Source: an optimization exercise on an open RTL-to-GDS flow (aim: small area). Production flows keep margins and buffers that such runs may drop. At most, simulation tests tie the RTL to the original design; equivalence was not proved. Function not checked in runs 2 to 5: the RTL went through the layout flow alone. Power figures rest on the tool's default switching activity, not on a simulated workload.

$ cat flow/run.sh
#!/bin/bash
# synth_recipe.tcl (not shown) runs the flow's synth.tcl, then flattens the netlist and writes it again
# the make line also repeats each setting of config.mk as NAME=value (left out here)
make -C /OpenROAD-flow-scripts/flow DESIGN_CONFIG=/design/flow/config.mk WORK_HOME=/design/flow/orfs CLKGATE_MAP_FILE= SYNTH_SCRIPT=/design/flow/synth_recipe.tcl finish
$ cat flow/config.mk
export PLATFORM = sky130hd
export DESIGN_NAME = spi_master
export DESIGN_NICKNAME = spi_master
export VERILOG_FILES = /design/flow/design.v
export SDC_FILE = /design/flow/constraint.sdc
export NUM_CORES = 4
export LEC_CHECK = 0
export CAP_MARGIN = 20
export CORE_MARGIN = 2
export CORE_UTILIZATION = 40
export SLEW_MARGIN = 20
$ cat flow/constraint.sdc
create_clock -name core_clock -period 6.0 [get_ports {clkIn}]
set_input_delay 1.2000 -clock core_clock [delete_from_list [all_inputs] [get_ports {clkIn}]]
set_output_delay 1.2000 -clock core_clock [all_outputs]
set_load 0.01 [all_outputs]
$ cat flow/design.v
module spi_clk_gen
  # (
    parameter SYSTEM_CLK_FREQ = 100_000_000,
    parameter SCLK_FREQ = 1_000_000,
    parameter CPOL = 1'b0,
    parameter CPHA = 1'b0)
  (
    input  clkIn,
    input  rstIn,
    input  enIn,
    output risingSpiClkEdgePulseOut,
    output fallingSpiClkEdgePulseOut,
    output spiClkOut);
  localparam SPI_PERIOD_COUNT   = SYSTEM_CLK_FREQ / SCLK_FREQ;
  localparam SPI_CLK_HIGH_COUNT = (SPI_PERIOD_COUNT / 2) - 2;  
  localparam SPI_CLK_LOW_COUNT  = (SPI_PERIOD_COUNT / 2) - 2;  
  parameter STATE_CLK_WIDTH = 2;
  parameter STATE_CLK_LOW    = 2'b00;
  parameter STATE_CLK_L_TO_H = 2'b01;
  parameter STATE_CLK_HIGH   = 2'b10;
  parameter STATE_CLK_H_TO_L = 2'b11;
  reg [STATE_CLK_WIDTH-1:0] spiClkState;
  reg spiClkLocal;
  reg risingSpiClkEdgePulse;
  reg fallingSpiClkEdgePulse;
  integer spiClkPeriodCount;
  reg [STATE_CLK_WIDTH-1:0] spiClkStateN;
  reg spiClkLocalN;
  reg risingSpiClkEdgePulseN;
  reg fallingSpiClkEdgePulseN;
  integer spiClkPeriodCountN;
  assign spiClkOut                 = (enIn == 1'b1) ? ((CPOL == 1'b0) ? spiClkLocal : ~spiClkLocal) : CPOL;
  assign risingSpiClkEdgePulseOut  = (CPOL == 1'b0) ? risingSpiClkEdgePulse : fallingSpiClkEdgePulse;
  assign fallingSpiClkEdgePulseOut = (CPOL == 1'b0) ? fallingSpiClkEdgePulse : risingSpiClkEdgePulse;
  always @ (posedge clkIn) begin
    if (rstIn == 1'b1) begin
      spiClkLocal            <= 1'b0;
      spiClkState            <= STATE_CLK_LOW;
      spiClkPeriodCount      <= 0;
      risingSpiClkEdgePulse  <= 1'b0;
      fallingSpiClkEdgePulse <= 1'b0;
    end
    else begin
      spiClkStateN       = spiClkState;
      spiClkLocalN       = spiClkLocal;
      spiClkPeriodCountN = spiClkPeriodCount;
      risingSpiClkEdgePulseN  = 1'b0;
      fallingSpiClkEdgePulseN = 1'b0;
      if (enIn == 1'b1) begin
        case (spiClkStateN)
          STATE_CLK_LOW :
            begin
              spiClkLocalN = 1'b0;
              if (spiClkPeriodCountN == SPI_CLK_LOW_COUNT) begin
                spiClkStateN = STATE_CLK_L_TO_H;
              end
              else begin
                spiClkPeriodCountN = spiClkPeriodCountN + 1;
              end
            end
          STATE_CLK_L_TO_H :
            begin
              risingSpiClkEdgePulseN = 1'b1;
              spiClkPeriodCountN     = 0;
              spiClkStateN = STATE_CLK_HIGH;
            end
          STATE_CLK_HIGH :
            begin
              spiClkLocalN = 1'b1;
              if (spiClkPeriodCountN == SPI_CLK_HIGH_COUNT) begin
                spiClkStateN = STATE_CLK_H_TO_L;
              end
              else begin
                spiClkPeriodCountN = spiClkPeriodCountN + 1;
              end
            end
          STATE_CLK_H_TO_L :
            begin
              fallingSpiClkEdgePulseN = 1'b1;
              spiClkPeriodCountN      = 0;
              spiClkStateN = STATE_CLK_LOW;
            end
          default :
            spiClkStateN = STATE_CLK_LOW;
        endcase
      end
      else begin
        spiClkStateN       = STATE_CLK_LOW;
        spiClkPeriodCountN = 0;
      end
      spiClkState            <= spiClkStateN;
      spiClkLocal            <= spiClkLocalN;
      spiClkPeriodCount      <= spiClkPeriodCountN;
      risingSpiClkEdgePulse  <= risingSpiClkEdgePulseN;
      fallingSpiClkEdgePulse <= fallingSpiClkEdgePulseN;
    end
  end
endmodule
module spi_master
  # (
    parameter SYSTEM_CLK_FREQ = 100_000_000,
    parameter SCLK_FREQ       = 1_000_000,
    parameter SYSTEM_CLK_PER  = 10,
    parameter MIN_CS_SETUP    = 100,
    parameter MIN_CS_HOLD     = 20,
    parameter MIN_CS_DISABLE  = 20,
    parameter CPOL            = 1'b0,
    parameter CPHA            = 1'b0,
    parameter SPI_DATA_WIDTH  = 8,
    parameter CS_DEVICE_COUNT = 1)
  (
    input  clkIn,
    input  rstIn,
    input  enIn,
    output busyOut,
    input  loadDataIn,
    output validDataOut,
    input  [SPI_DATA_WIDTH-1:0] dataRxIn,
    output [SPI_DATA_WIDTH-1:0] dataTxOut,
    output spiClkOut,
    output [CS_DEVICE_COUNT-1:0] spiCsLowOut,
    output spiMosiOut,
    input  spiMisoIn);
  localparam CS_SETUP_COUNT   = MIN_CS_SETUP   / SYSTEM_CLK_PER;
  localparam CS_HOLD_COUNT    = MIN_CS_HOLD    / SYSTEM_CLK_PER;
  localparam CS_DISABLE_COUNT = MIN_CS_DISABLE / SYSTEM_CLK_PER;
  parameter STATE_WIDTH = 3;
  parameter STATE_IDLE             = 3'b000;
  parameter STATE_CS_H_TO_L        = 3'b001;
  parameter STATE_CS_SETUP_DELAY   = 3'b010;
  parameter STATE_TRANSMIT         = 3'b011;
  parameter STATE_CS_HOLD_DELAY    = 3'b100;
  parameter STATE_CS_L_TO_H        = 3'b101;
  parameter STATE_CS_DISABLE_DELAY = 3'b110;
  reg [STATE_WIDTH-1:0] spiState;
  reg [SPI_DATA_WIDTH-1:0] txData;
  reg [SPI_DATA_WIDTH-1:0] rxData;
  wire txShiftEn;  
  wire rxShiftEn;  
  reg spiClkEnIn;
  wire spiClkLocal;
  wire risingSpiClkEdgePulse;
  wire fallingSpiClkEdgePulse;
  reg spiCsLowLocal;
  reg spiMosiLocal;
  reg validDataLocal;
  reg [SPI_DATA_WIDTH-1:0] dataTxLocal;
  integer csSetupDelayCount;
  integer csHoldDelayCount;
  integer csDisableDelayCount;
  integer bitCount;  
  integer byteCount;
  reg [STATE_WIDTH-1:0] spiStateN;
  reg [SPI_DATA_WIDTH-1:0] txDataN;
  reg [SPI_DATA_WIDTH-1:0] rxDataN;
  reg spiClkEnInN;
  reg spiCsLowLocalN;
  reg spiMosiLocalN;
  reg validDataLocalN;
  reg [SPI_DATA_WIDTH-1:0] dataTxLocalN;
  integer csSetupDelayCountN;
  integer csHoldDelayCountN;
  integer csDisableDelayCountN;
  integer bitCountN;
  integer byteCountN;
  assign spiClkOut    = spiClkLocal;
  assign spiCsLowOut  = spiCsLowLocal;
  assign spiMosiOut   = spiMosiLocal;
  assign validDataOut = validDataLocal;
  assign dataTxOut    = dataTxLocal;
  assign busyOut      = (spiState != STATE_IDLE) ? 1'b1 : 1'b0;
  always @ (posedge clkIn) begin
    if (rstIn == 1'b1) begin
      spiState            <= STATE_IDLE;
      spiClkEnIn          <= 1'b0;
      spiCsLowLocal       <= 1'b1;
      spiMosiLocal        <= 1'b0;
      csSetupDelayCount   <= 0;
      csHoldDelayCount    <= 0;
      csDisableDelayCount <= 0;
      txData              <= 0;
      rxData              <= 0;
      bitCount            <= 0;
      byteCount           <= 0;
      validDataLocal      <= 0;
      dataTxLocal         <= 0;
    end
    else begin
      spiStateN            = spiState;
      spiClkEnInN          = spiClkEnIn;
      spiCsLowLocalN       = spiCsLowLocal;
      spiMosiLocalN        = spiMosiLocal;
      csSetupDelayCountN   = csSetupDelayCount;
      csHoldDelayCountN    = csHoldDelayCount;
      csDisableDelayCountN = csDisableDelayCount;
      txDataN              = txData;
      rxDataN              = rxData;
      bitCountN            = bitCount;
      byteCountN           = byteCount;
      dataTxLocalN         = dataTxLocal;
      validDataLocalN = 1'b0;
      case (spiStateN)
        STATE_IDLE :
          begin
            spiCsLowLocalN = 1'b1;
            if (enIn == 1'b1) begin
              spiStateN = STATE_CS_H_TO_L;
            end
          end
        STATE_CS_H_TO_L :
          begin
            spiCsLowLocalN = 1'b0;
            spiStateN = STATE_CS_SETUP_DELAY;
          end
        STATE_CS_SETUP_DELAY :
          begin
            if (csSetupDelayCountN == CS_SETUP_COUNT-1) begin
              csSetupDelayCountN = 0;
              rxDataN = dataRxIn;
              spiMosiLocalN = rxDataN[SPI_DATA_WIDTH-1];
              spiStateN = STATE_TRANSMIT;
            end
            else begin
              csSetupDelayCountN = csSetupDelayCountN + 1;
            end
          end
        STATE_TRANSMIT :
          begin
            spiClkEnInN = 1'b1;
            spiMosiLocalN = rxDataN[SPI_DATA_WIDTH-1];
            if (bitCountN == 0) begin
              rxDataN = dataRxIn;
            end
            if (txShiftEn == 1'b1) begin
              txDataN = {txDataN[SPI_DATA_WIDTH-2:0], spiMisoIn};
            end
            if (rxShiftEn == 1'b1) begin
              rxDataN = {rxDataN[SPI_DATA_WIDTH-2:0], 1'b0};
              bitCountN = bitCountN + 1;
              if (bitCountN == SPI_DATA_WIDTH) begin
                validDataLocalN = 1'b1;
                dataTxLocalN    = txDataN;
                byteCountN      = byteCountN + 1;
                bitCountN       = 0;
                if (enIn == 1'b0) begin
                  spiClkEnInN = 1'b0;
                  spiStateN = STATE_CS_HOLD_DELAY;
                end
              end
            end
          end
        STATE_CS_HOLD_DELAY :
          begin
            if (csHoldDelayCountN == CS_HOLD_COUNT-1) begin
              csHoldDelayCountN = 0;
              spiStateN = STATE_CS_L_TO_H;
            end
            else begin
              csHoldDelayCountN = csHoldDelayCountN + 1;
            end
          end
        STATE_CS_L_TO_H :
          begin
            spiCsLowLocalN = 1'b1;
            spiMosiLocalN  = 1'b0;
            spiStateN = STATE_CS_DISABLE_DELAY;
          end
        STATE_CS_DISABLE_DELAY :
          begin
            if (csDisableDelayCountN == CS_DISABLE_COUNT-1) begin
              csDisableDelayCountN = 0;
              spiStateN = STATE_IDLE;
            end
            else begin
              csDisableDelayCountN = csDisableDelayCountN + 1;
            end
          end
        default :
          spiStateN = STATE_IDLE;
      endcase
      spiState            <= spiStateN;
      spiClkEnIn          <= spiClkEnInN;
      spiCsLowLocal       <= spiCsLowLocalN;
      spiMosiLocal        <= spiMosiLocalN;
      csSetupDelayCount   <= csSetupDelayCountN;
      csHoldDelayCount    <= csHoldDelayCountN;
      csDisableDelayCount <= csDisableDelayCountN;
      txData              <= txDataN;
      rxData              <= rxDataN;
      bitCount            <= bitCountN;
      byteCount           <= byteCountN;
      validDataLocal      <= validDataLocalN;
      dataTxLocal         <= dataTxLocalN;
    end
  end
  spi_clk_gen # (
    .SYSTEM_CLK_FREQ(SYSTEM_CLK_FREQ),
    .SCLK_FREQ(SCLK_FREQ),
    .CPOL(CPOL),
    .CPHA(CPOL))
   SPI_CLK (
    .clkIn(clkIn),
    .rstIn(rstIn),
    .enIn(spiClkEnIn),
    .risingSpiClkEdgePulseOut(risingSpiClkEdgePulse),
    .fallingSpiClkEdgePulseOut(fallingSpiClkEdgePulse),
    .spiClkOut(spiClkLocal));
  assign txShiftEn = (CPOL == 1'b0)  ?
                     ((CPHA == 1'b0) ? risingSpiClkEdgePulse  : fallingSpiClkEdgePulse) : 
                     ((CPHA == 1'b0) ? fallingSpiClkEdgePulse : risingSpiClkEdgePulse);
  assign rxShiftEn = (CPOL == 1'b0)  ?
                     ((CPHA == 1'b0) ? fallingSpiClkEdgePulse : risingSpiClkEdgePulse) : 
                     ((CPHA == 1'b0) ? risingSpiClkEdgePulse  : fallingSpiClkEdgePulse);
endmodule
==> impl_metrics.csv, run 1 <==
group,metric,value,unit
setup_path,end_kind,"flop",
setup_path,crit_family,"simple AND/OR/NAND/NOR gates",
setup_path,cp-start-kind,"flop",
global_route,grt_max_degree,73,
floorplanning,start_util,40.9,%
sta,setup_violations,0,
sta,skew,0.0146,ns
setup_path,critical_path.n_buffers_inverters,0,
yosys,avgSynthCellArea,8.20,um^2
floorplanning,fp.dieH,162,um
setup_path,cp.required,6.28,ns
finish,multi_input_area,5700,um^2
yosys,ys_warn_count,2,
run,maxCapViolations,0,
power_and_ir_drop,total_power,2.70,mW
power_and_ir_drop,p_leak,3.75,nW
yosys,synthFlopType,"dfxtp_1",
yosys,synth_cells,1221,
sta,fmaxAchievable,311,MHz
sta,worst_pin_slew,1.00,ns
setup_path,slowest_delay,0.62,ns
finish,antennaDiodeCount,0,
setup_path,r2r_start,"bitCount[6]$_SDFFE_PP0P_",
floorplanning,core_area,24500,um^2
global_route,grt_pass1_vias,7705,
power_and_ir_drop,vdd_ir_drop_max,0.189,mV
clock_tree,clock_latency,0.44,ns
global_route,globalRouteOverflowTotal,0,
clock_tree,root_buffer,"clkbuf_16",
finish,final_common_cell,"dfxtp_1",
sta,rsz0062_at_grt,"no",
routing,drtAntennaViolNets,0,
placed_design,port_buffers,24,
clock_tree,postCtsSetupRepairBufs,0,
finish,seq_area,3920,um^2
floorplanning,die_area,26300,um^2
setup_path,critPathArrivalTime,3.50,ns
sta,final_hold_viol_count,0,
finish,fillers,2419,
setup_path,path_cells,"nand4_2, or4_4, or4_1, nand3_1, and3_1, and3_4, a311oi_1",
yosys,synthArstFlopShare,0,%
yosys,synth_edf_count,0,
hold_path,holdPathStages,2,
sta,fin_crit_sh,53.6,%
yosys,ys_seq_elements,196,
global_route,grt_first_pass_wirelength,38100,um
sta,min_period,3.22,ns
clock_tree,clk_pin_slew,0.07,ns
routing,drc,0,
clock_tree,clk_path_buf_depth,2,
yosys,ys_seq_area_share,39.2,%
hold_path,min_delay_worst_endpoint,"SPI_CLK.spiClkLocal$_SDFFE_PP0P_",
finish,final_cell_area,11100,um^2
routing,routedWlPerCell,14.5,um
routing,routed_via_density,5.45,
floorplanning,rows,57,
floorplanning,pin_count,26,
setup_path,worstPathMaxFanout,12,
run_status,outcome,"complete, no violations",
setup_path,reg2reg_depth,7,
yosys,yosysUniqueCellTypes,68,
clock_tree,cts_hold_buffers,0,
finish,nNetsFinal,1233,
clock_tree,htreeDepth,4,
setup_path,crit_type,"flop to flop",
yosys,syn_area,10000,um^2
sta,slew_headroom,33.1,%
setup_path,r2r_end,"dataTxLocal[7]$_SDFFE_PP0P_",
hold_path,hold_path.class,"flop to flop",
finish,area_growth,10.5,%
routing,vias,8414,
finish,final_cell_mix,"dfxtp_1 (196), nor2_1 (181), nand2_1 (97), xor2_1 (97), nand3_1 (74)",
setup_path,slowest_stage,"dfxtp_1",
setup_path,regToRegSetupSlack,2.78,ns
placed_design,dpl_cell_area,10400,um^2
power_and_ir_drop,powerDensity,244,nW/um^2
global_route,groute.usage.overall,17.4,%
floorplanning,die_w,162,um
hold_path,min_from,"SPI_CLK.spiClkLocal$_SDFFE_PP0P_",
sta,setup_tns,0,ns
clock_tree,cts_tree,"built",
finish,drive_gt1_share,4.59,%
routing,finalWirelength,22400,um
global_route,antenna_found_initial,0,
routing,drt_iter0_markers,605,
sta,slew_viol_final,0,
routing,dr.pass1.iters,5,
yosys,synth_fp_nets,1248,
placed_design,place.gp.congestion,0.875,
clock_tree,clkSinkCount,196,
clock_tree,cts_made_buffers,17,
clock_tree,cts_resized,0,
sta,holdWs,0.456,ns
placed_design,post-dp-hpwl,15300,um
==> logic make-up (layout without fill, tap and decap cells) <==
logic type	after synthesis	after routing	synth area share (%)
AND/OR/NAND/NOR	608	608	31.4
flip-flops	196	196	39.2
AO/OA/AOI/OAI	151	151	9.68
XOR/XNOR	138	138	12.1
buffers and inverters	94	92	3.85
multiplexers	20	20	2.01
adder cells (fa/ha/maj)	14	14	1.75
==> registers in the layout, summed over array words and instances (netlist names) <==
register,count
SPI_CLK.risingSpiClkEdgePulse,1
SPI_CLK.spiClkPeriodCount,32
validDataLocal,1
csSetupDelayCount,32
csDisableDelayCount,32
csHoldDelayCount,32
SPI_CLK.spiClkState,2
spiState,3
SPI_CLK.fallingSpiClkEdgePulse,1
rxData,8
SPI_CLK.spiClkLocal,1
spiMosiLocal,1
dataTxLocal,8
bitCount,32
txData,8
spiClkEnIn,1
spiCsLowLocal,1
==> cell type report <==
| type | instances | area share (%) |
|---|---|---|
| clock buffers | 17 | 3.85 |
| clock inverters | 15 | 1.91 |
| inverters | 31 | 1.05 |
| multi-input cells | 931 | 51.6 |
| flip-flops and latches | 196 | 35.5 |
| well taps | 324 | 3.67 |
| repair buffers | 29 | 2.47 |
==> where the power goes <==
part / leakage, nW / switching, mW / internal (mW)
Sequential: 1.58 / 0.0191 / 1.32
Combinational: 1.87 / 0.0810 / 0.0515
Clock: 0.309 / 0.555 / 0.677
Total: 3.75 / 0.656 / 2.04
==> worst max path at each step <==
stage	from	end	slack, ns	cells after the start
2_1_floorplan	bitCount[0]$_SDFFE_PP0P_	dataTxLocal[0]$_SDFFE_PP0P_	3.31	10
3_3_place_gp	bitCount[6]$_SDFFE_PP0P_	dataTxLocal[0]$_SDFFE_PP0P_	2.84	7
3_5_place_dp	bitCount[6]$_SDFFE_PP0P_	dataTxLocal[7]$_SDFFE_PP0P_	2.79	7
4_1_cts	bitCount[6]$_SDFFE_PP0P_	dataTxLocal[7]$_SDFFE_PP0P_	2.77	7
5_1_grt	bitCount[6]$_SDFFE_PP0P_	dataTxLocal[0]$_SDFFE_PP0P_	2.62	7
6_report	bitCount[6]$_SDFFE_PP0P_	dataTxLocal[7]$_SDFFE_PP0P_	2.78	7
==> metrics by stage <==
stage / setup WS, ns / util (%) / std cells
after floorplan: 3.31 / - / 1221
after global placement: 2.84 / 42.6 / 1511
after detailed placement: 2.79 / 42.6 / 1511
after CTS: 2.77 / 45.2 / 1543
after global routing: 2.62 / 45.2 / 1543
final: 2.78 / 45.2 / 1543
==> cell usage after synthesis, types with 3 or more instances <==
master,number,area [um^2]
a31oi_1,6,37.5
nand2b_1,4,25.0
nor3b_1,3,22.5
xnor2_1,41,359
a22oi_1,6,45.0
nand3b_1,3,22.5
or4_1,3,22.5
xor2_1,97,850
a311oi_1,9,78.8
buf_1,3,11.3
or3_1,21,131
mux2i_1,19,190
and2_1,15,93.8
a21boi_0,3,22.5
and3_1,30,188
o22ai_1,7,43.8
nor3_1,32,160
nand4_1,50,313
nor4b_1,5,43.8
buf_2,13,65.1
a41oi_1,9,78.8
nor2_1,181,679
nor4_1,44,275
ha_1,14,175
or2_2,3,18.8
a211oi_1,9,67.6
nand2_1,97,364
inv_1,30,113
and4_1,21,184
or3b_2,3,26.3
a21oi_1,42,210
nor2b_1,6,37.5
nand3_1,74,370
dfxtp_1,196,3920
clkbuf_1,44,165
o21ai_0,38,190
==> worst min-delay path, cell delays in order, from the launching register on <==
cell	delay (ns)
dfxtp_1	0.31
nand2_1	0.05
a21oi_1	0.05
==> per-layer routing <==
| layer | vias to the layer above | part of all wire, % | GRT usage, % |
|---|---|---|---|
| li1 | 4309 | - | - |
| met1 | 3941 | 50 | 24.1 |
| met2 | 143 | 45 | 27.3 |
| met3 | 21 | 3.6 | 3.42 |
| met4 | 0 | 1.6 | 5.59 |
| met5 | - | 0 | 0 |
==> run 2, diff against run 1 <==
==> flow/design.v (replaced) <==
module spi_master
  # (
    parameter SYSTEM_CLK_FREQ = 100_000_000,
    parameter SCLK_FREQ       = 1_000_000,
    parameter SYSTEM_CLK_PER  = 10,
    parameter MIN_CS_SETUP    = 100,
    parameter MIN_CS_HOLD     = 20,
    parameter MIN_CS_DISABLE  = 20,
    parameter CPOL            = 1'b0,
    parameter CPHA            = 1'b0,
    parameter SPI_DATA_WIDTH  = 8,
    parameter CS_DEVICE_COUNT = 1)
  (
    input  clkIn,
    input  rstIn,
    input  enIn,
    output busyOut,
    input  loadDataIn,
    output validDataOut,
    input  [SPI_DATA_WIDTH-1:0] dataRxIn,
    output [SPI_DATA_WIDTH-1:0] dataTxOut,
    output spiClkOut,
    output [CS_DEVICE_COUNT-1:0] spiCsLowOut,
    output spiMosiOut,
    input  spiMisoIn);
  localparam [5:0] C_TX_START = 6'd14;
  localparam [5:0] C_HOLD     = 6'd45;
  localparam [5:0] C_CS_HIGH  = 6'd47;
  localparam [5:0] C_IDLE     = 6'd50;
  localparam [5:0] C_LAST_SU  = 6'd61;
  reg       txMode;
  reg [5:0] cnt;
  reg       sclkQ;
  reg [2:0] bitCnt;
  reg [7:0] shReg;
  reg       mosiQ;
  reg       validQ;
  reg [7:0] dataTxQ;
  wire edge_   = &cnt;
  wire rise    = txMode & edge_ & ~sclkQ;
  wire fall    = txMode & edge_ & sclkQ;
  wire firstBit = (bitCnt == 3'd0);
  wire lastFall = fall & (&bitCnt);
  assign busyOut      = txMode | (cnt != C_IDLE);
  assign spiCsLowOut  = ~txMode & (cnt[5:2] == 4'b1100);
  assign spiClkOut    = sclkQ;
  assign spiMosiOut   = mosiQ;
  assign validDataOut = validQ;
  assign dataTxOut    = dataTxQ;
  wire inc    = busyOut | enIn;
  wire tick   = txMode & edge_;
  wire exitTx = lastFall & ~enIn;
  wire [5:0] cntInc = cnt + {5'd0, inc};
  always @ (posedge clkIn) begin
    if (rstIn) begin
      txMode  <= 1'b0;
      cnt     <= C_IDLE;
      sclkQ   <= 1'b0;
      bitCnt  <= 3'd0;
      mosiQ   <= 1'b0;
      validQ  <= 1'b0;
      dataTxQ <= 8'd0;
    end
    else begin
      validQ <= lastFall;
      if (lastFall)
        dataTxQ <= shReg;
      {bitCnt, sclkQ} <= {bitCnt, sclkQ} + {3'd0, tick};
      cnt <= cntInc | (edge_ ? (exitTx ? C_HOLD : C_TX_START) : 6'd0);
      txMode <= txMode ? ~exitTx : edge_;
      if (txMode) begin
        if (firstBit | ~sclkQ)
          mosiQ <= shReg[7];
      end
      else begin
        if (cnt == C_LAST_SU)
          mosiQ <= dataRxIn[7];
        else if (cnt > C_LAST_SU)
          mosiQ <= shReg[7];
        else if (cnt == C_CS_HIGH)
          mosiQ <= 1'b0;
      end
    end
  end
  always @ (posedge clkIn) begin
    if (rise)
      shReg[6:0] <= {shReg[5:0], spiMisoIn};
    else if (fall & firstBit)
      shReg[6:1] <= dataRxIn[5:0];
    if (txMode & ~firstBit)
      shReg[7] <= rise ? shReg[6] : (lastFall ? 1'b0 : shReg[7]);
    else
      shReg[7] <= fall ? dataRxIn[6] : dataRxIn[7];
  end
endmodule
==> flow/flow/run.sh (new file) <==
#!/bin/bash
set -euo pipefail
export BUFFER_PORTS_ARGS="-buffer_cell sky130_fd_sc_hd__buf_1"
bash standard.sh > standard.log 2>&1
==> flow/standard.sh (new file) <==
#!/bin/bash
# synth_recipe.tcl (not shown) runs the flow's synth.tcl, then flattens the netlist and writes it again
# the make line also repeats each setting of config.mk as NAME=value (left out here)
make -C /OpenROAD-flow-scripts/flow DESIGN_CONFIG=/design/flow/config.mk WORK_HOME=/design/flow/orfs CLKGATE_MAP_FILE= SYNTH_SCRIPT=/design/flow/synth_recipe.tcl "${@:-finish}"
removed: flow/run.sh
==> run 2 against run 1 <==
- still clean
- synthesized area decreased by 87%
- critical path depth decreased by 3
- worst setup slack improved by 0.60 ns
- final cell count decreased by 87%
- sequential power decreased by 83%
- sequential share of layout area increased by 11 points
- die area decreased by 86%
- register-to-register slack improved by 0.72 ns
- sequential cell count decreased by 167
- wire length decreased by 90%
- utilization increased by 2.2 points
- non-clock buffer count decreased by 5
- critical path type is now flop to primary output
==> impl_metrics.csv, run 2 <==
group,metric,value,unit
finish,nNetsFinal,169,
floorplanning,start_util,41.6,%
sta,skew,0.00717,ns
clock_tree,root_buffer,"clkbuf_4",
setup_path,cp-start-kind,"flop",
routing,vias,948,
finish,drive_gt1_share,10.5,%
yosys,synthFlopType,"dfxtp_1",
yosys,synthArstFlopShare,0,%
global_route,grt_max_degree,22,
yosys,synth_top_area_cell,"dfxtp_1",
global_route,grt_pass1_vias,862,
floorplanning,fp.dieH,60.1,um
setup_path,worst_path_most_repeated_cell,"nand3b_1",
setup_path,slowest_stage,"dfxtp_1",
setup_path,critPathArrivalTime,1.42,ns
routing,routed_via_density,4.84,
global_route,antenna_found_initial,0,
routing,drtAntennaViolNets,0,
sta,fin_crit_sh,43.6,%
yosys,ys_seq_elements,29,
placed_design,post-dp-hpwl,1660,um
yosys,ys_warn_count,1,
setup_path,slowest_delay,0.38,ns
routing,routedWlPerCell,11.9,um
finish,antennaDiodeCount,0,
sta,setup_tns,0,ns
power_and_ir_drop,powerDensity,282,nW/um^2
finish,final_cell_mix,"buf_1 (24), dfxtp_1 (21), nand2_1 (17)",
yosys,synth_cells,125,
clock_tree,clkSinkCount,29,
yosys,synth_top_area_share,33.4,%
sta,min_period,2.62,ns
floorplanning,pin_count,26,
placed_design,port_buffers,24,
floorplanning,die_area,3620,um^2
floorplanning,rows,20,
yosys,synth_fp_nets,143,
power_and_ir_drop,p_leak,0.479,nW
finish,final_common_cell,"buf_1",
sta,final_hold_viol_count,0,
sta,fmaxAchievable,382,MHz
placed_design,place.gp.congestion,0.749,
clock_tree,cts_made_buffers,5,
clock_tree,cts_hold_buffers,0,
routing,finalWirelength,2330,um
setup_path,worstPathMaxFanout,6,
routing,dr.pass1.iters,4,
setup_path,end_kind,"primary output",
global_route,grt_first_pass_wirelength,3810,um
placed_design,dpl_cell_area,1380,um^2
routing,drc,0,
sta,slew_viol_final,0,
clock_tree,postCtsSetupRepairBufs,0,
yosys,avgSynthCellArea,10.1,um^2
setup_path,cp.required,4.80,ns
run_status,outcome,"complete, no violations",
sta,worst_pin_slew,0.949,ns
sta,slew_headroom,36.7,%
finish,reg_top3,"dataTxQ x8, shReg x8, cnt x6",
clock_tree,cts_tree,"built",
yosys,synth_edf_count,8,
yosys,syn_area,1260,um^2
yosys,yosys-top-cells-area,"dfxtp_1 (33%), edfxtp_1 (19%), mux2_2 (5.4%)",
clock_tree,clock_latency,0.32,ns
floorplanning,core_area,3030,um^2
clock_tree,clk_path_buf_depth,2,
yosys,synthTopCellsByCount,"dfxtp_1 (21), nand2_1 (17), a21oi_1 (12)",
clock_tree,clk_pin_slew,0.09,ns
hold_path,hold_path.class,"flop to flop",
hold_path,holdPathStages,2,
setup_path,path_cells,"nand3b_1, nor3_1, nand3b_1, buf_1",
finish,area_growth,13.8,%
sta,setup_violations,0,
clock_tree,htreeDepth,2,
sta,rsz0062_at_grt,"no",
power_and_ir_drop,vdd_ir_drop_max,0.142,mV
yosys,synth_most_common_cell,"dfxtp_1",
setup_path,reg2reg_depth,7,
finish,final_cell_area,1430,um^2
global_route,globalRouteOverflowTotal,0,
setup_path,crit_type,"flop to primary output",
routing,drt_iter0_markers,30,
run,maxCapViolations,0,
floorplanning,die_w,60.1,um
global_route,groute.usage.overall,14.5,%
clock_tree,cts_resized,0,
yosys,yosysUniqueCellTypes,33,
yosys,ys_seq_area_share,52.4,%
run 2: cell count changes after synthesis, moves of 36 or more:
cell,change
nand2_1,-80
clkbuf_1,-40
nor2_1,-171
xor2_1,-94
nand3_1,-70
nor4_1,-44
dfxtp_1,-175
nand4_1,-47
o21ai_0,-36
xnor2_1,-37
run 2: final cells by class:
type                       instances  area [um^2]
clock buffer                       6         41.3
clock inverter                     2         10.0
fill                             283         1590
inverter                           4         15.0
multi-input combinational         87          562
sequential                        29          661
tap                               44         55.1
timing repair buffer              24         90.1
run 2: logic make-up (layout without fill, tap and decap cells):
family | after synthesis | count (layout) | synth area share, %
AOI/OAI and AO/OA | 21 | 21 | 10.7
xor gates and xnor gates | 7 | 7 | 4.87
adders and majority gates | 5 | 5 | 4.97
buffers and inverters | 9 | 36 | 2.98
DFF | 29 | 29 | 52.4
muxes | 7 | 7 | 6.16
and+or+nand+nor | 47 | 47 | 17.9
run 2: stage by stage:
step | total power [mW] | utilization, % | hold slack, ns | setup WS, ns | cells
2_1_floorplan | 0.276 | - | 0.481 | 3.78 | 125
4_1_cts | 0.411 | 47.4 | 0.460 | 3.37 | 196
6_report | 0.404 | 47.4 | 0.458 | 3.38 | 196
5_1_grt | 0.431 | 47.4 | 0.481 | 3.17 | 196
3_5_place_dp | 0.297 | 45.7 | 0.447 | 3.47 | 188
3_3_place_gp | 0.293 | 45.7 | 0.443 | 3.50 | 188
run 2: report_power, final:
part	internal [mW]	total [mW]	switching [mW]
registers	0.211	0.224	0.0131
logic	0.0315	0.0672	0.0357
clock network	0.0446	0.113	0.0687
total	0.287	0.404	0.118
run 2: layer usage:
layer  wire length, um  global-route usage (%)
met5                 0                       0
met4                32                    5.40
met3               126                    6.71
met2              1050                    21.9
met1              1120                    18.0
run 2: worst max-delay path, delay by kind of cell, from the launching register on:
family / cells / cell delay, ns
buffers and inverters: 1 / 0.14
flip-flops: 1 / 0.38
AND/OR/NAND/NOR: 3 / 0.57
run 2: path summary, 6_finish.rpt:
kind                                         startpoint  slack, ns                      end
worst min register to register  dataTxQ[6]$_SDFFE_PP0N_       0.46  dataTxQ[6]$_SDFFE_PP0N_
worst min-delay path            dataTxQ[6]$_SDFFE_PP0N_       0.46  dataTxQ[6]$_SDFFE_PP0N_
worst max-delay path                  txMode$_SDFF_PP0_       3.38                  busyOut
worst max register to register        cnt[1]$_SDFF_PP1_       3.50        txMode$_SDFF_PP0_
==> run 3, diff against run 2 <==
==> flow/flow/run.sh (replaced) <==
#!/bin/bash
# The standard layout with two changes:
#  - yosys maps the logic with an area-oriented ABC script (flow/abc_area.script)
#  - the port buffers are the smallest buffer cell
set -euo pipefail
rm -rf scripts
cp -r "$FLOW_HOME/scripts" scripts
cp flow/abc_area.script scripts/abc_speed.script
export SCRIPTS_DIR="$PWD/scripts"
export BUFFER_PORTS_ARGS="-buffer_cell sky130_fd_sc_hd__buf_1"
bash standard.sh > standard.log 2>&1
==> flow/flow/abc_area.script (new file) <==
strash
&get -n
&st
&dc2
&dch -f
&nf -R 1000 -a
&put
==> run 3 against run 2 <==
- first-iteration DRC count is 63% lower
- critical path type unchanged
- clock skew is 0.0023 ns lower
- worst hold slack worse by 0.0045 ns
- largest power group unchanged
- total power down 2.7%
- global-route usage is 0.27 points higher
- synthesized area fell by 6.6%
- clock-buffer cell count did not move
- wire length is 11% lower
- critical path depth stayed put
- sequential share of layout area rose by 2.3 points
- clock power is 7% higher
- cell area shrank 4.7%
==> impl_metrics.csv, run 3 <==
group,metric,value,unit
finish,multi_input_area,502,um^2
yosys,yosysUniqueCellTypes,29,
clock_tree,postCtsSetupRepairBufs,0,
finish,final_common_cell,"buf_1",
yosys,ys_seq_area_share,56.1,%
global_route,grt_util_met2,19.8,%
sta,slew_headroom,59.9,%
routing,drt_iter0_markers,11,
yosys,synthTopCellsByCount,"dfxtp_1 (21), nor2_1 (11), a22o_1 (8), edfxtp_1 (8), a21oi_1 (7)",
global_route,grtUsageMet1,19.0,%
routing,finalWirelength,2070,um
global_route,grt_pass1_vias,814,
clock_tree,clk_path_buf_depth,2,
floorplanning,core_area,2780,um^2
setup_path,cp-start-kind,"flop",
routing,drc,0,
yosys,yosys-top-cells-area,"dfxtp_1 (36%), edfxtp_1 (20%), a22o_1 (6.0%)",
global_route,grt_busiest_layer,"met2",
placed_design,placed_cells,159,
finish,drive_gt1_share,5.15,%
floorplanning,die_area,3390,um^2
yosys,ys_seq_elements,29,
clock_tree,cts_tree,"built",
floorplanning,rows,19,
yosys,synthArstFlopShare,0,%
sta,worst_pin_slew,0.601,ns
setup_path,cp.required,4.80,ns
clock_tree,root_buffer,"clkbuf_4",
setup_path,worstPathMaxFanout,5,
global_route,grt_first_pass_wirelength,3550,um
sta,final_hold_viol_count,0,
sta,fin_crit_sh,43.4,%
placed_design,post-dp-hpwl,1530,um
clock_tree,clock_latency,0.33,ns
yosys,syn_area,1180,um^2
setup_path,crit_type,"flop to primary output",
clock_tree,cts_hold_buffers,0,
floorplanning,pin_count,26,
setup_path,critPathArrivalTime,1.41,ns
run,maxCapViolations,0,
finish,nNetsFinal,153,
routing,dr.pass1.iters,4,
yosys,avgSynthCellArea,11.3,um^2
sta,setup_tns,0,ns
global_route,globalRouteOverflowTotal,0,
placed_design,dpl_cell_area,1310,um^2
yosys,synth_fp_nets,122,
clock_tree,clkSinkCount,29,
sta,rsz0062_at_grt,"no",
routing,routed_via_density,5.27,
routing,drtAntennaViolNets,0,
yosys,synth_edf_count,8,
power_and_ir_drop,powerDensity,288,nW/um^2
clock_tree,clk_pin_slew,0.09,ns
sta,fmaxAchievable,384,MHz
finish,final_cell_mix,"buf_1 (24), dfxtp_1 (21), nor2_1 (11)",
sta,skew,0.00488,ns
run_status,outcome,"complete, no violations",
sta,slew_viol_final,0,
finish,fillers,270,
finish,seq_area,661,um^2
global_route,antenna_found_initial,0,
yosys,synthFlopType,"dfxtp_1",
sta,min_period,2.61,ns
placed_design,place.gp.congestion,0.817,
routing,vias,880,
yosys,synth_most_common_cell,"dfxtp_1",
finish,antennaDiodeCount,0,
yosys,ys_warn_count,1,
floorplanning,fp.dieH,58.3,um
sta,setup_violations,0,
power_and_ir_drop,vdd_ir_drop_max,0.169,mV
floorplanning,die_w,58.3,um
clock_tree,cts_made_buffers,5,
setup_path,regToRegSetupSlack,3.62,ns
global_route,use_met3,5.80,%
placed_design,port_buffers,24,
yosys,synth_top_area_share,35.7,%
finish,area_growth,16.0,%
finish,stdcell_count,167,
routing,routedWlPerCell,12.4,um
floorplanning,start_util,42.3,%
finish,final_cell_area,1370,um^2
clock_tree,htreeDepth,2,
global_route,grt_max_degree,15,
clock_tree,cts_resized,0,
setup_path,end_kind,"primary output",
power_and_ir_drop,p_leak,0.505,nW
finish,reg_top3,"dataTxQ x8, shReg x8, cnt x6",
yosys,synth_top_area_cell,"dfxtp_1",
hold_path,hold_path.class,"flop to flop",
yosys,synth_cells,104,
global_route,groute.usage.overall,14.8,%
## run 3: cell types whose count changed in the layout (fill, tap and decap cells not counted), sizes merged, moves of 2 or more
cell	delta
clkinv	+4
a21oi	-5
or3	+2
inv	-4
nand2	-15
nand4	-2
a22o	+7
xor2	-3
## run 3: power breakdown
group	internal [mW]	switching, mW	leakage, nW
combinational	0.0254	0.0271	0.226
clock	0.0550	0.0656	0.0357
sequential	0.210	0.0109	0.243
## run 3: cell families after synthesis
kind of cell	synth area share, %
adder cells (fa/ha/maj)	5.31
XOR/XNOR	2.98
AO/OA/AOI/OAI	14.0
multiplexers	6.59
flip-flops	56.1
AND/OR/NAND/NOR	13.7
buffers and inverters	1.27
## run 3: worst paths after layout
path	start	endpoint	cells past startpoint
hold reg to reg	mosiQ$_SDFFE_PP0P_	mosiQ$_SDFFE_PP0P_	2
hold / removal	mosiQ$_SDFFE_PP0P_	mosiQ$_SDFFE_PP0P_	2
setup / recovery	cnt[4]$_SDFF_PP1_	busyOut	4
setup reg to reg	cnt[3]$_SDFF_PP0_	dataTxQ[2]$_SDFFE_PP0N_	8
## run 3: layout make-up
type	count	share of cell area, %
multi-input cells	71	36.7
clock inverters	2	0.641
clock buffers	6	3.75
flip-flops and latches	29	48.4
repair buffers	24	6.59
well taps	31	2.84
inverters	4	1.10
## run 3: metal layers
metal,part of all wire (%),wire length (um)
met5,0,0
met4,2.7,56
met3,6.9,143
met2,41,857
met1,49,1020
## run 3: through the flow
stage                     hold WS (ns)  total power [mW]  setup slack (ns)  utilization (%)
final                            0.454             0.394              3.39             49.1
after floorplan                  0.457             0.261              3.66                -
after detailed placement         0.446             0.278              3.50             47.0
after CTS                        0.458             0.400              3.39             49.1
after global routing             0.486             0.418              3.28             49.1
after global placement           0.445             0.277              3.52             47.0
## run 3: worst max-delay path, stage by stage, from the launching register on
cell and delay [ns]:
dfxtp_1 0.39, nand2_1 0.09, nor4_1 0.30, nand3b_1 0.15
buf_1 0.15
==> run 4, diff against run 3 <==
--- a/flow/flow/run.sh
+++ b/flow/flow/run.sh
@@ -10,2 +10,3 @@
 export BUFFER_PORTS_ARGS="-buffer_cell sky130_fd_sc_hd__buf_1"
+export CTS_ARGS="-sink_clustering_enable -sink_clustering_size 40 -sink_clustering_max_diameter 500 -buf_list sky130_fd_sc_hd__clkbuf_8 -root_buf sky130_fd_sc_hd__clkbuf_8 -dont_use_dummy_load -repair_clock_nets"
 bash standard.sh > standard.log 2>&1
==> run 4 against run 3 <==
- synthesized area did not move
- utilization rose by 0.31 points
- sequential share of layout area down 0.31 points
- die area unchanged
- combinational power barely moved
- first-iteration DRC count rose by 27%
- clock power increased by 11%
- final cell count decreased by 1.8%
- register-to-register slack about the same
- global-route usage decreased by 0.70 points
- wire length decreased by 2.6%
- highest routed layer unchanged
==> impl_metrics.csv, run 4 <==
group,metric,value,unit
floorplanning,start_util,42.3,%
yosys,synth_fp_nets,122,
routing,routedWlPerCell,12.3,um
yosys,synthTopCellsByCount,"dfxtp_1 (21), nor2_1 (11), a22o_1 (8), edfxtp_1 (8), a21oi_1 (7)",
clock_tree,root_buffer,"clkbuf_8",
setup_path,cp.required,4.80,ns
routing,finalWirelength,2020,um
finish,nNetsFinal,153,
hold_path,hold_path.class,"flop to flop",
floorplanning,die_w,58.3,um
placed_design,place_ws,3.50,ns
floorplanning,fp.dieH,58.3,um
clock_tree,postCtsSetupRepairBufs,0,
yosys,ys_warn_count,1,
placed_design,dpl_cell_area,1310,um^2
setup_path,crit_type,"flop to primary output",
power_and_ir_drop,total_power,408,uW
global_route,globalRouteOverflowTotal,0,
yosys,yosysUniqueCellTypes,29,
finish,final_cell_mix,"buf_1 (24), dfxtp_1 (21), nor2_1 (11)",
routing,routed_via_density,5.29,
global_route,grt_max_degree,15,
sta,setup_violations,0,
routing,dr.pass1.iters,4,
finish,reg_top3,"dataTxQ x8, shReg x8, cnt x6",
sta,slew_headroom,59.9,%
placed_design,port_buffers,24,
clock_tree,cts_hold_buffers,0,
setup_path,end_kind,"primary output",
floorplanning,core_area,2780,um^2
yosys,yosys-top-cells-area,"dfxtp_1 (36%), edfxtp_1 (20%), a22o_1 (6.0%)",
sta,final_hold_viol_count,0,
setup_path,critPathArrivalTime,1.33,ns
yosys,syn_area,1180,um^2
routing,drc,0,
yosys,synth_cells,104,
routing,drtAntennaViolNets,0,
yosys,synth_top_area_cell,"dfxtp_1",
power_and_ir_drop,powerDensity,296,nW/um^2
routing,vias,868,
sta,setup_tns,0,ns
clock_tree,clkSinkCount,29,
yosys,ys_seq_area_share,56.1,%
sta,min_period,2.53,ns
run,maxCapViolations,0,
finish,utilization,49.4,%
finish,final_cell_area,1380,um^2
global_route,antenna_found_initial,0,
finish,drive_gt1_share,3.76,%
yosys,synthFlopType,"dfxtp_1",
sta,fmaxAchievable,395,MHz
sta,skew,0.0124,ns
floorplanning,pin_count,26,
setup_path,worstPathMaxFanout,5,
setup_path,cp-start-kind,"flop",
sta,rsz0062_at_grt,"no",
floorplanning,rows,19,
finish,antennaDiodeCount,0,
yosys,ys_seq_elements,29,
yosys,synth_most_common_cell,"dfxtp_1",
clock_tree,cts_made_buffers,5,
placed_design,place.gp.congestion,0.817,
clock_tree,clock_latency,0.27,ns
yosys,synth_top_area_share,35.7,%
clock_tree,htreeDepth,2,
yosys,synth_edf_count,8,
clock_tree,clk_pin_slew,0.05,ns
sta,fin_ws,3.47,ns
placed_design,post-dp-hpwl,1530,um
clock_tree,clk_path_buf_depth,2,
finish,area_growth,16.8,%
yosys,synthArstFlopShare,0,%
sta,slew_viol_final,0,
clock_tree,cts_tree,"built",
yosys,avgSynthCellArea,11.3,um^2
global_route,groute.usage.overall,14.1,%
global_route,grt_first_pass_wirelength,3480,um
sta,worst_pin_slew,0.601,ns
placed_design,placed_cells,159,
sta,fin_crit_sh,42.2,%
power_and_ir_drop,p_leak,0.506,nW
routing,drt_iter0_markers,14,
floorplanning,die_area,3390,um^2
clock_tree,cts_resized,0,
finish,stdcell_count,164,
power_and_ir_drop,vdd_ir_drop_max,0.173,mV
sta,holdWs,0.449,ns
run_status,outcome,"complete, no violations",
finish,final_common_cell,"buf_1",
global_route,grt_pass1_vias,802,
[run 4: path summary, 6_finish.rpt]
kind	from	end	slack, ns	cells past startpoint
max	cnt[4]$_SDFF_PP1_	busyOut	3.47	4
min	mosiQ$_SDFFE_PP0P_	mosiQ$_SDFFE_PP0P_	0.45	2
max reg2reg	cnt[3]$_SDFF_PP0_	dataTxQ[2]$_SDFFE_PP0N_	3.62	8
min reg2reg	mosiQ$_SDFFE_PP0P_	mosiQ$_SDFFE_PP0P_	0.45	2
[run 4: logic make-up after synthesis]
family                     count (synthesis)  synth area share, %
xor gates and xnor gates                   4                 2.98
DFF                                       29                 56.1
and+or+nand+nor                           31                 13.7
buffers and inverters                      4                 1.27
adders and majority gates                  5                 5.31
muxes                                      7                 6.59
AOI/OAI and AO/OA                         24                 14.0
[run 4: final cells by class]
cell class              instances  area [um^2]
fillers                       267         1410
flip-flops and latches         29          661
multi-input cells              71          502
repair buffers                 24         90.1
clock buffers                   5         68.8
well taps                      31         38.8
inverters                       4         15.0
[run 4: power by group]
part	switching, mW	internal, mW
clock network	0.0601	0.0741
registers	0.0110	0.210
logic	0.0269	0.0254
[run 4: layer usage]
metal | track usage, % | routed length, um
met2 | 19.6 | 876
met3 | 5.80 | 110
met5 | 0 | 0
met1 | 18.7 | 1030
met4 | 6.98 | 8
[run 4: critical path, stage by stage (launching register included)]
cell	delay, ns
dfxtp_1	0.38
nand2_1	0.09
nor4_1	0.30
nand3b_1	0.15
buf_1	0.15
==> run 5, diff against run 4 <==
--- a/flow/flow/run.sh
+++ b/flow/flow/run.sh
@@ -10,3 +10,3 @@
 export BUFFER_PORTS_ARGS="-buffer_cell sky130_fd_sc_hd__buf_1"
-export CTS_ARGS="-sink_clustering_enable -sink_clustering_size 40 -sink_clustering_max_diameter 500 -buf_list sky130_fd_sc_hd__clkbuf_8 -root_buf sky130_fd_sc_hd__clkbuf_8 -dont_use_dummy_load -repair_clock_nets"
+export CTS_ARGS="-sink_clustering_enable -sink_clustering_size 40 -sink_clustering_max_diameter 500 -buf_list sky130_fd_sc_hd__clkbuf_4 -root_buf sky130_fd_sc_hd__clkbuf_4 -dont_use_dummy_load -repair_clock_nets"
 bash standard.sh > standard.log 2>&1
==> run 5 against run 4 <==
- die area unchanged
- utilization decreased by 1.1 points
- sequential cell count unchanged
- largest power group unchanged
==> impl_metrics.csv, run 5 <==
group,metric,value,unit
finish,area_growth,14.1,%
placed_design,post-dp-hpwl,1530,um
routing,finalWirelength,2060,um
global_route,use_met3,5.80,%
global_route,grt_pass1_vias,803,
finish,nNetsFinal,153,
global_route,grtUsageMet1,18.6,%
yosys,synth_top_area_cell,"dfxtp_1",
global_route,grt_max_degree,15,
yosys,synthFlopType,"dfxtp_1",
yosys,ys_warn_count,1,
run_status,outcome,"complete, no violations",
floorplanning,die_area,3390,um^2
routing,drtAntennaViolNets,0,
sta,final_hold_viol_count,0,
global_route,grt_busiest_layer,"met2",
placed_design,place.gp.congestion,0.817,
yosys,yosys-top-cells-area,"dfxtp_1 (36%), edfxtp_1 (20%), a22o_1 (6.0%)",
sta,slew_headroom,58.0,%
sta,fin_ws,3.41,ns
yosys,synth_most_common_cell,"dfxtp_1",
setup_path,end_kind,"primary output",
global_route,grt_util_met2,19.3,%
routing,routedWlPerCell,12.6,um
sta,fin_crit_sh,43.2,%
placed_design,placed_cells,159,
sta,slew_viol_final,0,
global_route,globalRouteOverflowTotal,0,
floorplanning,pin_count,26,
setup_path,crit_type,"flop to primary output",
clock_tree,cts_made_buffers,5,
floorplanning,start_util,42.3,%
setup_path,slowest_stage,"dfxtp_1",
finish,utilization,48.3,%
routing,routed_via_density,5.27,
routing,drt_iter0_markers,7,
clock_tree,clk_pin_slew,0.08,ns
finish,stdcell_count,164,
floorplanning,rows,19,
setup_path,cp-start-kind,"flop",
clock_tree,cts_tree,"built",
placed_design,port_buffers,24,
power_and_ir_drop,vdd_ir_drop_max,0.156,mV
yosys,synth_edf_count,8,
yosys,avgSynthCellArea,11.3,um^2
clock_tree,htreeDepth,2,
yosys,ys_seq_area_share,56.1,%
global_route,groute.usage.overall,14.5,%
yosys,synthTopCellsByCount,"dfxtp_1 (21), nor2_1 (11), a22o_1 (8), edfxtp_1 (8), a21oi_1 (7)",
yosys,synthArstFlopShare,0,%
clock_tree,clk_path_buf_depth,2,
placed_design,place_ws,3.50,ns
yosys,ys_seq_elements,29,
yosys,synth_cells,104,
sta,fmaxAchievable,386,MHz
finish,antennaDiodeCount,0,
sta,setup_violations,0,
finish,multi_input_area,502,um^2
sta,holdWs,0.453,ns
floorplanning,die_w,58.3,um
clock_tree,clock_latency,0.32,ns
clock_tree,root_buffer,"clkbuf_4",
setup_path,path_cells,"nand2_1, nor4_1, nand3b_1, buf_1",
sta,skew,0.0170,ns
setup_path,slowest_delay,0.39,ns
sta,min_period,2.59,ns
yosys,synth_fp_nets,122,
yosys,syn_area,1180,um^2
routing,drc,0,
floorplanning,core_area,2780,um^2
sta,worst_pin_slew,0.630,ns
setup_path,cp.required,4.80,ns
finish,final_common_cell,"buf_1",
global_route,grt_first_pass_wirelength,3460,um
setup_path,worstPathMaxFanout,5,
clock_tree,cts_hold_buffers,0,
finish,fillers,267,
finish,seq_area,661,um^2
floorplanning,fp.dieH,58.3,um
clock_tree,postCtsSetupRepairBufs,0,
hold_path,hold_path.class,"flop to flop",
routing,vias,864,
clock_tree,cts_resized,0,
finish,final_cell_mix,"buf_1 (24), dfxtp_1 (21), nor2_1 (11)",
finish,drive_gt1_share,3.76,%
yosys,synth_top_area_share,35.7,%
power_and_ir_drop,powerDensity,275,nW/um^2
clock_tree,clkSinkCount,29,
yosys,yosysUniqueCellTypes,29,
routing,dr.pass1.iters,4,
global_route,antenna_found_initial,0,
run,maxCapViolations,0,
sta,rsz0062_at_grt,"no",
finish,reg_top3,"dataTxQ x8, shReg x8, cnt x6",
setup_path,critPathArrivalTime,1.39,ns
sta,setup_tns,0,ns
power_and_ir_drop,p_leak,0.493,nW
-- run 5: path summary, 6_finish.rpt --
check                                        start                      end  slack (ns)  depth (start not counted)
worst max-delay path             cnt[4]$_SDFF_PP1_                  busyOut        3.41                          4
worst min-delay path            mosiQ$_SDFFE_PP0P_       mosiQ$_SDFFE_PP0P_        0.45                          2
worst max register to register   cnt[3]$_SDFF_PP0_  dataTxQ[2]$_SDFFE_PP0N_        3.64                          8
worst min register to register  mosiQ$_SDFFE_PP0P_       mosiQ$_SDFFE_PP0P_        0.45                          2
-- run 5: logic make-up after synthesis --
kind of cell	Yosys count	synth area share [%]
xor gates and xnor gates	4	2.98
adders and majority gates	5	5.31
muxes	7	6.59
DFF	29	56.1
and+or+nand+nor	31	13.7
buffers and inverters	4	1.27
AOI/OAI and AO/OA	24	14.0
-- run 5: power breakdown --
part	leakage [nW]	switching (mW)	total, mW	internal, mW
logic	0.226	0.0273	0.0527	0.0254
clock network	0.0230	0.0577	0.0967	0.0390
registers	0.243	0.0110	0.221	0.210
-- run 5: area by class of cell --
| cell class | count | share of cell area, % |
|---|---|---|
| multi-input cells | 71 | 37.3 |
| clock buffers | 5 | 2.79 |
| well taps | 31 | 2.89 |
| repair buffers | 24 | 6.70 |
| flip-flops and latches | 29 | 49.2 |
| inverters | 4 | 1.12 |
-- run 5: stage by stage --
step / total power, mW / area [um^2]
5_1_grt: 0.392 / 1340
3_3_place_gp: 0.277 / 1310
3_5_place_dp: 0.278 / 1310
6_report: 0.370 / 1340
2_1_floorplan: 0.261 / 1180
4_1_cts: 0.376 / 1340
-- run 5: per-layer routing --
layer / vias up / wire [um]
met5: - / 0
met4: 0 / 65
met3: 8 / 128
met2: 21 / 827
met1: 386 / 1040
li1: 449 / -
-- run 5: critical path, delay by kind of cell, from the launching register on --
kind                   cells  cell delay [ns]
buffers and inverters      1             0.15
DFF                        1             0.39
and+or+nand+nor            3             0.54
==> run 6, diff against run 5 <==
--- a/flow/design.v
+++ b/flow/design.v
@@ -49,6 +49,2 @@
   assign dataTxOut    = dataTxQ;
-  wire inc    = busyOut | enIn;
-  wire tick   = txMode & edge_;
-  wire exitTx = lastFall & ~enIn;
-  wire [5:0] cntInc = cnt + {5'd0, inc};
   always @ (posedge clkIn) begin
@@ -67,6 +63,11 @@
         dataTxQ <= shReg;
-      {bitCnt, sclkQ} <= {bitCnt, sclkQ} + {3'd0, tick};
-      cnt <= cntInc | (edge_ ? (exitTx ? C_HOLD : C_TX_START) : 6'd0);
-      txMode <= txMode ? ~exitTx : edge_;
       if (txMode) begin
+        if (edge_)
+          {bitCnt, sclkQ} <= {bitCnt, sclkQ} + 4'd1;
+        if (lastFall & ~enIn) begin
+          txMode <= 1'b0;
+          cnt    <= C_HOLD;
+        end
+        else
+          cnt <= edge_ ? C_TX_START : cnt + 6'd1;
         if (firstBit | ~sclkQ)
@@ -75,2 +76,6 @@
       else begin
+        if (cnt != C_IDLE || enIn)
+          cnt <= edge_ ? C_TX_START : cnt + 6'd1;
+        if (edge_)
+          txMode <= 1'b1;
         if (cnt == C_LAST_SU)
==> flow/run.sh (new file) <==
#!/bin/bash
# synth_recipe.tcl (not shown) runs the flow's synth.tcl, then flattens the netlist and writes it again
# the make line also repeats each setting of config.mk as NAME=value (left out here)
make -C /OpenROAD-flow-scripts/flow DESIGN_CONFIG=/design/flow/config.mk WORK_HOME=/design/flow/orfs CLKGATE_MAP_FILE= SYNTH_SCRIPT=/design/flow/synth_recipe.tcl finish
removed: flow/flow/run.sh
removed: flow/flow/abc_area.script
removed: flow/standard.sh
==> run 6 against run 5 <==
- combinational power increased by 120%
- sequential power increased by 3%
- critical path depth unchanged
- synthesized area grew 23%
- largest cell class is now multi-input combinational cells
- critical path type unchanged
- cell area grew 29%
- via count increased by 31%
- highest routed layer unchanged
- final cell count up 26%
==> impl_metrics.csv, run 6 <==
group,metric,value,unit
yosys,synth_top_area_cell,"dfxtp_1",
routing,wl_met2,1390,um
clock_tree,root_buffer,"clkbuf_4",
finish,drive_gt1_share,11.2,%
global_route,globalRouteOverflowTotal,0,
floorplanning,die_w,64.2,um
setup_path,crit_type,"flop to primary output",
setup_path,critPathArrivalTime,1.91,ns
finish,multi_input_area,708,um^2
setup_path,crit_family,"buffers and inverters",
yosys,synthArstFlopShare,0,%
yosys,avgSynthCellArea,10.4,um^2
setup_path,r2r_start,"cnt[0]$_SDFFE_PP0P_",
placed_design,port_buffers,24,
sta,min_period,3.11,ns
sta,setup_violations,0,
sta,setup_tns,0,ns
finish,antennaDiodeCount,0,
floorplanning,rows,21,
power_and_ir_drop,vdd_ir_drop_max,0.165,mV
setup_path,slowest_stage,"clkdlybuf4s50_1",
run,maxCapViolations,0,
hold_path,min_delay_worst_endpoint,"dataTxQ[0]$_SDFFE_PP0P_",
yosys,synthTopCellsByCount,"dfxtp_1 (21), nor2_1 (16), mux2i_1 (11)",
yosys,ys_seq_elements,29,
finish,stdcell_count,207,
yosys,synth_top_area_share,29.0,%
setup_path,r2r_end,"cnt[1]$_SDFFE_PP1P_",
sta,skew,0.00807,ns
global_route,groute.usage.overall,15.8,%
clock_tree,cts_tree,"built",
hold_path,holdPathStages,2,
yosys,synth_edf_count,8,
finish,nNetsFinal,178,
routing,wl_met3,169,um
sta,worst_pin_slew,0.826,ns
sta,fin_crit_sh,51.8,%
placed_design,place.gp.congestion,0.805,
global_route,grt_first_pass_wirelength,5000,um
finish,reg_top3,"dataTxQ x8, shReg x8, cnt x6",
routing,vias,1128,
setup_path,slowest_delay,0.58,ns
routing,met1_length,1390,um
floorplanning,fp.dieH,64.2,um
finish,final_cell_mix,"clkdlybuf4s50_1 (24), dfxtp_1 (21), nor2_1 (16)",
placed_design,post-dp-hpwl,2110,um
floorplanning,die_area,4120,um^2
yosys,yosysUniqueCellTypes,43,
sta,slew_headroom,44.8,%
clock_tree,cts_hold_buffers,0,
floorplanning,core_area,3420,um^2
yosys,synth_fp_nets,157,
routing,routedWlPerCell,14.5,um
routing,routed_via_density,5.45,
routing,drt_iter0_markers,42,
yosys,synth_most_common_cell,"dfxtp_1",
floorplanning,pin_count,26,
sta,slew_viol_final,0,
routing,finalWirelength,2990,um
yosys,ys_warn_count,1,
floorplanning,start_util,42.5,%
routing,drc,0,
finish,fillers,348,
finish,area_growth,19.8,%
finish,final_common_cell,"clkdlybuf4s50_1",
finish,seq_area,661,um^2
power_and_ir_drop,powerDensity,265,nW/um^2
routing,top_layer_used,"met4",
routing,dr.pass1.iters,4,
setup_path,worstPathMaxFanout,8,
yosys,synth_cells,139,
clock_tree,cts_resized,0,
sta,fmaxAchievable,322,MHz
setup_path,cp-start-kind,"flop",
clock_tree,htreeDepth,2,
clock_tree,cts_made_buffers,5,
run_status,outcome,"complete, no violations",
global_route,antenna_found_initial,0,
hold_path,min_from,"dataTxQ[0]$_SDFFE_PP0P_",
sta,rsz0062_at_grt,"no",
setup_path,critical_path.n_buffers_inverters,2,
routing,drtAntennaViolNets,0,
hold_path,hold_path.class,"flop to flop",
setup_path,end_kind,"primary output",
global_route,grt_max_degree,19,
yosys,synthFlopType,"dfxtp_1",
clock_tree,clk_path_buf_depth,2,
setup_path,cp.required,4.80,ns
clock_tree,clkSinkCount,29,
yosys,ys_seq_area_share,45.6,%
clock_tree,postCtsSetupRepairBufs,0,
clock_tree,clock_latency,0.32,ns
setup_path,regToRegSetupSlack,3.75,ns
yosys,yosys-top-cells-area,"dfxtp_1 (29%), edfxtp_1 (17%), mux2i_1 (7.6%)",
yosys,syn_area,1450,um^2
clock_tree,clk_pin_slew,0.09,ns
setup_path,path_cells,"inv_1, ha_1, nand4_1, clkdlybuf4s50_1",
sta,final_hold_viol_count,0,
setup_path,reg2reg_depth,4,
placed_design,placed_cells,199,
global_route,grt_pass1_vias,1071,
power_and_ir_drop,p_leak,0.726,nW
-- run 6: kinds of logic after synthesis --
family	Yosys count	share of synthesized area, %
adders and majority gates	5	4.31
buffers and inverters	15	5.61
AOI/OAI and AO/OA	18	8.97
DFF	29	45.6
xor gates and xnor gates	4	2.42
and+or+nand+nor	51	19.3
muxes	17	13.8
-- run 6: worst reg2reg max path, stage by stage, from the launching register on --
cell      delay (ns)
dfxtp_1         0.47
ha_1            0.41
nand4_1         0.72
a21oi_1         0.43
o21bai_1        0.11
-- run 6: through the flow --
stage | hold slack, ns | worst slack [ns] | util [%] | power (mW) | area, um^2
after floorplan | 0.478 | 3.93 | - | 0.309 | 1450
after global placement | 0.481 | 3.29 | 49.3 | 0.345 | 1690
after detailed placement | 0.483 | 3.24 | 49.3 | 0.349 | 1690
after CTS | 0.505 | 2.87 | 50.8 | 0.462 | 1740
after global routing | 0.541 | 2.69 | 50.8 | 0.489 | 1740
final | 0.500 | 2.89 | 50.8 | 0.460 | 1740
-- run 6: worst max path at each step --
stage | from | endpoint | slack, ns | depth (start not counted)
after floorplan | cnt[0]$_SDFFE_PP0P_ | busyOut | 3.93 | 3
after global placement | cnt[0]$_SDFFE_PP0P_ | busyOut | 3.29 | 4
after detailed placement | cnt[0]$_SDFFE_PP0P_ | busyOut | 3.24 | 4
after CTS | cnt[0]$_SDFFE_PP0P_ | busyOut | 2.87 | 4
after global routing | cnt[0]$_SDFFE_PP0P_ | busyOut | 2.69 | 4
final | cnt[0]$_SDFFE_PP0P_ | busyOut | 2.89 | 4
-- run 6: final cells by class --
| cell class | instances | share of cell area (%) |
|---|---|---|
| tap | 46 | 3.31 |
| inverter | 5 | 1.08 |
| clock inverter | 2 | 0.576 |
| multi-input combinational | 95 | 40.8 |
| sequential | 29 | 38.0 |
| clock buffer | 6 | 2.38 |
| timing repair buffer | 24 | 13.8 |
-- run 6: where the power goes --
| group | switching [mW] | internal, mW | total, mW |
|---|---|---|---|
| logic | 0.0611 | 0.0558 | 0.117 |
| clock network | 0.0699 | 0.0446 | 0.115 |
| registers | 0.0173 | 0.211 | 0.228 |
-- run 6: routing by layer --
| metal | up-vias | GRT usage [%] |
|---|---|---|
| met1 | 530 | 20.2 |
| li1 | 544 | - |
| met2 | 48 | 24.6 |
| met3 | 6 | 4.23 |
| met4 | 0 | 7.98 |
| met5 | - | 0 |

[port drivers added, routing unchanged]
In the flow no input, the clock included, has a driving cell. The finished layouts below were timed again as built, in two steps. Step 1 assumes that a clkbuf_16 drives the clock port and a buf_2 every other input. Step 2, shift: input delay + t, output delay - t, t = (earliest + latest rising clock arrival at the registers) / 2. This alone moves slack from input paths to output paths. Slacks: no drivers / after step 1 / after step 2; pairs: no drivers / after step 1.
run	shift t [ns]	slack for setup (ns)	hold slack, ns	slew at the worst register clock pin (ns)
run 1	0.476	2.784 / 2.784 / 2.784	0.456 / 0.456 / 0.456	0.08 / 0.08
run 2	0.340	3.385 / 3.364 / 3.502	0.458 / 0.458 / 0.458	0.09 / 0.09
run 3	0.348	3.394 / 3.369 / 3.519	0.454 / 0.454 / 0.454	0.09 / 0.09
run 4	0.287	3.470 / 3.447 / 3.513	0.449 / 0.449 / 0.449	0.06 / 0.06
run 5	0.339	3.407 / 3.382 / 3.517	0.453 / 0.453 / 0.453	0.09 / 0.09
run 6	0.344	2.890 / 2.866 / 3.210	0.500 / 0.500 / 0.500	0.10 / 0.10
After both steps setup and hold are still met in every run listed.
